What follows belongs to an exercise in optimizing a design on an open flow for small area; a production flow would make more cautious choices. At most, simulation tests tie the RTL to the original design; equivalence was not proved. Power figures rest on the tool's default switching activity, not on a simulated workload.

Design uart_stopwatch, start of the top module:
module uart_stopwatch (
    input        clk,
    input        rst,
    input        btn_R,
    input        btn_L,
    input        btn_U,
    input        rx,
    output       tx,
    output [3:0] fnd_com,
    output [7:0] fnd_data
);
clock: 20.0 ns
lec_check: 0
cap_margin: 0
core_margin: 2
core_utilization: 50
slew_margin: 0
standard.sh (not shown) runs the stock make flow with config.mk's settings and CLKGATE_MAP_FILE= SYNTH_SCRIPT=/design/flow/synth_recipe.tcl, a recipe that flattens the netlist after the stock synthesis.
==> flow/flow/run.sh <==
#!/bin/bash
# The standard layout (standard.sh) with three changes:
#  - synthesis maps the logic with the area-oriented ABC script flow/area.abc
#    (registers are mapped before ABC, exactly as in the standard synthesis);
#  - clock tree synthesis adds no dummy loads;
#  - the port buffers are the smallest buffer cell.
set -euo pipefail
W=$PWD
cat flow/abc_override.tcl synth_recipe.tcl > synth_recipe_area.tcl
sed "s#SYNTH_SCRIPT=[^ ]*#SYNTH_SCRIPT=$W/synth_recipe_area.tcl#" standard.sh > standard_area.sh
export MY_ABC_SCRIPT=$W/flow/area.abc
export CTS_ARGS="-sink_clustering_enable -repair_clock_nets -dont_use_dummy_load -sink_clustering_size 12 -sink_clustering_max_diameter 40 -buf_list sky130_fd_sc_hd__clkbuf_4"
export BUFFER_PORTS_ARGS="-buffer_cell sky130_fd_sc_hd__buf_1"
bash standard_area.sh > standard_flow.log 2>&1
==> flow/flow/abc_override.tcl <==
# Prepended to the standard flow's synthesis script: every abc call runs the ABC script
# named by MY_ABC_SCRIPT (an area-oriented mapping) instead of ORFS's.
# Registers are mapped before abc runs, so they are the standard synthesis's.
proc abc {args} {
  set i [lsearch $args -script]
  if { $i >= 0 && [info exists ::env(MY_ABC_SCRIPT)] } {
    set args [lreplace $args [expr {$i + 1}] [expr {$i + 1}] $::env(MY_ABC_SCRIPT)]
  }
  yosys abc {*}$args
}
==> flow/flow/area.abc <==
&get -n
&st
&dc2
&syn3
&synch2
&if -K 6 -a
&mfs
&st
&dch -f
&nf -a -R 2000
&put
Then changed:
--- a/flow/config.mk
+++ b/flow/config.mk
@@ -8 +8 @@
-export CAP_MARGIN = 0
+export CAP_MARGIN = 20
@@ -11 +11,2 @@
-export SLEW_MARGIN = 0
+export PLACE_DENSITY = 0.75
+export SLEW_MARGIN = 20
Result: Sequential share of layout area rises by 0.18 points. Wire length falls by 1.2%. Clock skew falls by 0.028 ns. Power falls by 1.1%. Worst setup slack is worse by 0.0089 ns.
Then changed:
--- a/flow/config.mk
+++ b/flow/config.mk
@@ -11 +11 @@
-export PLACE_DENSITY = 0.75
+export PLACE_DENSITY = 0.85
Effect: The new run finished clean. Total power is higher by about 1.4%. Area after synthesis is unchanged. Non-clock buffer count is unchanged. Hold slack improves by 0.046 ns. Worst setup slack gets worse by 0.048 ns. Cell area stays flat. Cell count barely changes.
Then changed:
--- a/flow/flow/run.sh
+++ b/flow/flow/run.sh
@@ -12 +12 @@
-export CTS_ARGS="-sink_clustering_enable -repair_clock_nets -dont_use_dummy_load -sink_clustering_size 12 -sink_clustering_max_diameter 40 -buf_list sky130_fd_sc_hd__clkbuf_4"
+export CTS_ARGS="-sink_clustering_enable -repair_clock_nets -dont_use_dummy_load -sink_clustering_size 11 -sink_clustering_max_diameter 40 -buf_list sky130_fd_sc_hd__clkbuf_4"
--- a/flow/config.mk
+++ b/flow/config.mk
@@ -11 +10,0 @@
-export PLACE_DENSITY = 0.85
After rerunning:
- The new run finished with timing, DRC and antenna clean
- worst hold slack loses 0.0037 ns
- power grows by 0.38%
- design area barely changes
- count of clock-buffer cells in the layout grows by 2
- core utilization increases by 0.14 points
- maximum frequency hardly moves
- wire length decreases by 3.7%
- sequential share of layout area is lower by 0.17 points
Then changed:
--- a/flow/flow/run.sh
+++ b/flow/flow/run.sh
@@ -12 +12 @@
-export CTS_ARGS="-sink_clustering_enable -repair_clock_nets -dont_use_dummy_load -sink_clustering_size 11 -sink_clustering_max_diameter 40 -buf_list sky130_fd_sc_hd__clkbuf_4"
+export CTS_ARGS="-sink_clustering_enable -repair_clock_nets -dont_use_dummy_load -sink_clustering_size 12 -sink_clustering_max_diameter 40 -buf_list sky130_fd_sc_hd__clkbuf_4"
Outcome: Flip-flop and latch count stays the same; cell area hardly moves; sequential power is about the same; non-clock buffer count does not change; register-to-register slack gets better by 0.04 ns; setup slack gets better by 0.067 ns.


The RTL this note starts from:
==> flow/design.v <==
`timescale 1ns / 1ps
module uart_stopwatch (
    input        clk,
    input        rst,
    input        btn_R,
    input        btn_L,
    input        btn_U,
    input        rx,
    output       tx,
    output [3:0] fnd_com,
    output [7:0] fnd_data
);
    reg [2:0] bcnt;
    wire      btick = (bcnt == 3'd0);
    always @(posedge clk, posedge rst) begin
        if (rst) bcnt <= 3'd6;
        else if (bcnt == 3'd5) bcnt <= 3'd0;
        else if (bcnt == 3'd6) bcnt <= 3'd1;
        else bcnt <= bcnt + 3'd1;
    end
    localparam [7:0] R_IDLE = 8'hFF, R_DONE = 8'h99, R_FIRST = 8'h08;
    reg  [7:0] rc;
    reg  [7:0] rxd;   
    wire       r_wait   = (rc == R_IDLE) | (rc == R_DONE);
    wire       rx_done  = (rc == R_DONE);
    wire       r_start  = (rc[7:5] == 3'd0);   
    wire       r_sample = btick & (rc[3:0] == 4'hF) & (rc[7:4] != 4'h0) & ~r_wait;
    always @(posedge clk, posedge rst) begin
        if (rst) rc <= R_IDLE;
        else if (r_wait) rc <= rx ? R_IDLE : R_FIRST;
        else if (btick) rc <= rc + 8'd1;
    end
    always @(posedge clk) begin
        if (r_sample) rxd <= {rx, r_start ? 7'd0 : rxd[7:1]};
    end
    reg  [7:0] tc;
    reg        busy;
    reg        tx_reg;
    reg  [7:0] dbuf;
    wire       t_idle = (tc[7:4] == 4'h1);
    wire       t_start_bit = ~tc[7] & (tc[6:4] == 3'd7);
    wire       txE;
    wire       t_go = t_idle & ~txE;
    always @(posedge clk, posedge rst) begin
        if (rst) begin
            tc     <= 8'h10;
            busy   <= 1'b0;
            tx_reg <= 1'b1;
        end else begin
            if (t_idle) tc <= txE ? 8'h10 : 8'h70;
            else if (btick) tc <= tc + 8'd1;
            busy   <= ~t_idle;
            tx_reg <= tc[7] ? dbuf[tc[6:4]] : ~t_start_bit;
        end
    end
    assign tx = tx_reg;
    reg  [3:0] H, B, T, Y, C;
    reg        cpend, wfix;
    reg  [127:0] ring;   
    wire rxE = (T == B);
    wire rxF = (T == {~B[3], B[2:0]});
    assign txE = (B == H);
    wire txF = (B == {~H[3], H[2:0]});
    wire incT = rx_done & ~rxF;
    wire incB = ~rxE & ~txF;
    wire incH = ~busy & ~txE;
    wire cap = cpend & (Y == C);          
    wire ins = (Y == T) & (~(rxF & txF) | cap);
    wire cpend_next = t_go | (cpend & ~cap);
    always @(posedge clk, posedge rst) begin
        if (rst) begin
            H <= 4'd0;
            B <= 4'd0;
            T <= 4'd0;
            Y <= 4'd0;
            cpend <= 1'b0;
            wfix  <= 1'b0;
        end else begin
            if (incH) H <= H + 4'd1;
            if (incB) B <= B + 4'd1;
            if (incT) T <= T + 4'd1;
            Y <= Y + 4'd1;
            cpend <= cpend_next;
            wfix  <= cpend_next & (wfix | incT);
        end
    end
    always @(posedge clk) begin
        ring <= {ring[119:0], (ins | (cap & wfix)) ? rxd : ring[127:120]};
        if (t_go) C <= H;
        if (cap) dbuf <= ring[127:120];
    end
    reg [1:0] cmd;
    always @(posedge clk, posedge rst) begin
        if (rst) cmd <= 2'd0;
        else if (rxE | r_start) cmd <= 2'd0;
        else if (rxd == 8'h72) cmd <= 2'd1;
        else if (rxd == 8'h6D) cmd <= 2'd2;
        else if (rxd == 8'h63) cmd <= 2'd3;
        else cmd <= 2'd0;
    end
    reg [2:0] dR, dL, dU;
    always @(posedge clk, posedge rst) begin
        if (rst) begin
            dR <= 3'd0;
            dL <= 3'd0;
            dU <= 3'd0;
        end else begin
            dR <= {btn_R & (dR[1] | dR[2]), btn_R & dR[0], btn_R & ~dR[2]};
            dL <= {btn_L & (dL[1] | dL[2]), btn_L & dL[0], btn_L & ~dL[2]};
            dU <= {btn_U & (dU[1] | dU[2]), btn_U & dU[0], btn_U & ~dU[2]};
        end
    end
    wire i_run   = (dR == 3'b110) | (cmd == 2'd1);
    wire i_mode  = (dU == 3'b110) | (cmd == 2'd2);
    wire i_clear = (dL == 3'b110) | (cmd == 2'd3);
    reg clr, mode, pause;
    always @(posedge clk, posedge rst) begin
        if (rst) begin
            clr   <= 1'b0;
            mode  <= 1'b0;
            pause <= 1'b0;
        end else if (clr) begin
            clr <= 1'b0;
        end else begin
            clr   <= i_clear;
            mode  <= mode ^ i_mode;
            pause <= pause ^ i_run;
        end
    end
    reg  [4:0] pc;
    wire       ptick = (pc == 5'd31);
    always @(posedge clk, posedge rst) begin
        if (rst) pc <= 5'd0;
        else if (~pause) begin
            if (clr) pc <= 5'd0;
            else if (ptick) pc <= 5'd1;
            else pc <= pc + 5'd1;
        end
    end
    reg [4:0] j0, j1, j2, j3;
    wire up = ~mode;
    wire e0 = up ? (j0[4] & ~j0[3]) : (~j0[4] & ~j0[0]);
    wire e1 = up ? (j1[4] & ~j1[3]) : (~j1[4] & ~j1[0]);
    wire e2 = up ? (j2[4] & ~j2[3]) : (~j2[4] & ~j2[0]);
    wire [4:0] s0 = up ? {j0[3:0], ~j0[4]} : {~j0[0], j0[4:1]};
    wire [4:0] s1 = up ? {j1[3:0], ~j1[4]} : {~j1[0], j1[4:1]};
    wire [4:0] s2 = up ? {j2[3:0], ~j2[4]} : {~j2[0], j2[4:1]};
    wire [4:0] s3 = up ? {j3[3:0], ~j3[4]} : {~j3[0], j3[4:1]};
    always @(posedge clk, posedge rst) begin
        if (rst) begin
            j0 <= 5'd0;
            j1 <= 5'd0;
            j2 <= 5'd0;
            j3 <= 5'd0;
        end else if (clr) begin
            j0 <= 5'd0;
            j1 <= 5'd0;
            j2 <= 5'd0;
            j3 <= 5'd0;
        end else if (ptick) begin
            j0 <= s0;
            if (e0) j1 <= s1;
            if (e0 & e1) j2 <= s2;
            if (e0 & e1 & e2) j3 <= s3;
        end
    end
    reg [3:0] ph;
    reg [1:0] sel;
    always @(posedge clk, posedge rst) begin
        if (rst) begin
            ph  <= 4'd10;
            sel <= 2'd0;
        end else if (ph == 4'd9) begin
            ph  <= 4'd0;
            sel <= sel + 2'd1;
        end else if (ph == 4'd10) begin
            ph <= 4'd0;
        end else begin
            ph <= ph + 4'd1;
        end
    end
    reg [4:0] dig;
    always @(*) begin
        case (sel)
            2'd0: dig = j0;
            2'd1: dig = j1;
            2'd2: dig = j2;
            default: dig = j3;
        endcase
    end
    wire [4:0] q = dig;
    wire [6:0] seg;
    assign seg[0] = (q[0] & ~q[1]) | (q[3] & ~q[4]);
    assign seg[1] = q[1] & q[4];
    assign seg[2] = q[1] & ~q[2];
    assign seg[3] = seg[0] | (~q[1] & q[2]);
    assign seg[4] = (q[0] & ~q[1]) | (q[0] & q[2]) | (~q[1] & q[2]) | (~q[3] & q[4]);
    assign seg[5] = (~q[1] & q[2]) | (q[0] & ~q[3]);
    assign seg[6] = ~q[1] & (q[2] | ~q[4]);
    assign fnd_data = {1'b1, seg};
    assign fnd_com  = ~(4'b0001 << sel);
endmodule
==> flow/config.mk <==
export PLATFORM = sky130hd
export DESIGN_NAME = uart_stopwatch
export DESIGN_NICKNAME = uart_stopwatch
export VERILOG_FILES = /design/flow/design.v
export SDC_FILE = /design/flow/constraint.sdc
export NUM_CORES = 4
export LEC_CHECK = 0
export CAP_MARGIN = 20
export CORE_MARGIN = 2
export CORE_UTILIZATION = 50
export SLEW_MARGIN = 20
==> flow/constraint.sdc <==
create_clock -name core_clock -period 20.0 [get_ports {clk}]
set_input_delay 4.0000 -clock core_clock [delete_from_list [all_inputs] [get_ports {clk}]]
set_output_delay 4.0000 -clock core_clock [all_outputs]
set_load 0.01 [all_outputs]
==> flow/flow/run.sh <==
#!/bin/bash
export CTS_ARGS="-sink_clustering_enable -repair_clock_nets -dont_use_dummy_load -sink_clustering_size 32 -sink_clustering_max_diameter 80 -buf_list sky130_fd_sc_hd__clkbuf_16"
export BUFFER_PORTS_ARGS="-buffer_cell sky130_fd_sc_hd__buf_1"
bash standard.sh > standard_flow.log 2>&1
Rerun with:
==> flow/flow/run.sh (replaced) <==
#!/bin/bash
cp standard.sh standard_copy.log 2>/dev/null
export CTS_ARGS="-sink_clustering_enable -repair_clock_nets -dont_use_dummy_load -sink_clustering_size 20 -sink_clustering_max_diameter 60 -buf_list sky130_fd_sc_hd__clkbuf_8"
bash standard.sh > standard_flow.log 2>&1
The new run finished with timing, DRC and antenna clean; cell count is higher by 0.50%; clock-buffer cell count is higher by 5; non-clock buffer count is lower by 1; worst setup slack gets worse by 380 ps; cell area is higher by about 0.5%; power is lower by about 2.2%; die area stays the same; via count is lower by about 0.4%.
Rerun with:
==> flow/run.sh (new file) <==
#!/bin/bash
# synth_recipe.tcl (not shown) runs the flow's synth.tcl, then flattens the netlist and writes it again
# the make line also repeats each setting of config.mk as NAME=value (left out here)
make -C /OpenROAD-flow-scripts/flow DESIGN_CONFIG=/design/flow/config.mk WORK_HOME=/design/flow/orfs CLKGATE_MAP_FILE= SYNTH_SCRIPT=/design/flow/synth_recipe.tcl finish
--- a/flow/config.mk
+++ b/flow/config.mk
@@ -9,3 +9,6 @@
 export CORE_MARGIN = 2
 export CORE_UTILIZATION = 50
+export CTS_BUF_LIST = sky130_fd_sc_hd__clkbuf_8
+export CTS_CLUSTER_DIAMETER = 60
+export CTS_CLUSTER_SIZE = 20
 export SLEW_MARGIN = 20
removed: flow/flow/run.sh
removed: flow/standard.sh
Effect: The changed run completed without violations; setup slack is worse by 44 ps; sequential power hardly moves; global-route usage stays flat.
No functional check of the RTL was part of any run of this note.

==> afterwards: timing with drivers on the ports <==
Ports are ideal in the flow. The routed layouts listed here were re-timed in OpenROAD. Step 1 assumes that a clkbuf_16 drives the clock port and a buf_2 every other input. Step 2 also shifts input and output timing later by t, the mid clock arrival at the registers, as if the neighbouring blocks saw the same clock. Slacks: ideal / step 1 / step 2; pairs: ideal / step 1.
| run | t (ns) | slack for setup (ns) | cell pins on the clock port's net |
|---|---|---|---|
| the first run of note 1 | 0.627 | 13.522 / 13.489 / 14.117 | 1 |
| the second run of note 1 | 0.597 | 13.513 / 13.481 / 14.078 | 1 |
| the third run of note 1 | 0.623 | 13.465 / 13.433 / 14.055 | 1 |
| the fourth run of note 1 | 0.657 | 13.455 / 13.421 / 14.079 | 1 |
| the fifth run of note 1 | 0.627 | 13.522 / 13.489 / 14.117 | 1 |
| the first run of note 2 | 0.478 | 13.716 / 13.677 / 14.155 | 1 |
| the second run of note 2 | 0.516 | 13.333 / 13.297 / 13.813 | 1 |
| the third run of note 2 | 0.543 | 13.289 / 13.253 / 13.796 | 1 |
After both steps setup and hold are still met in every run listed.
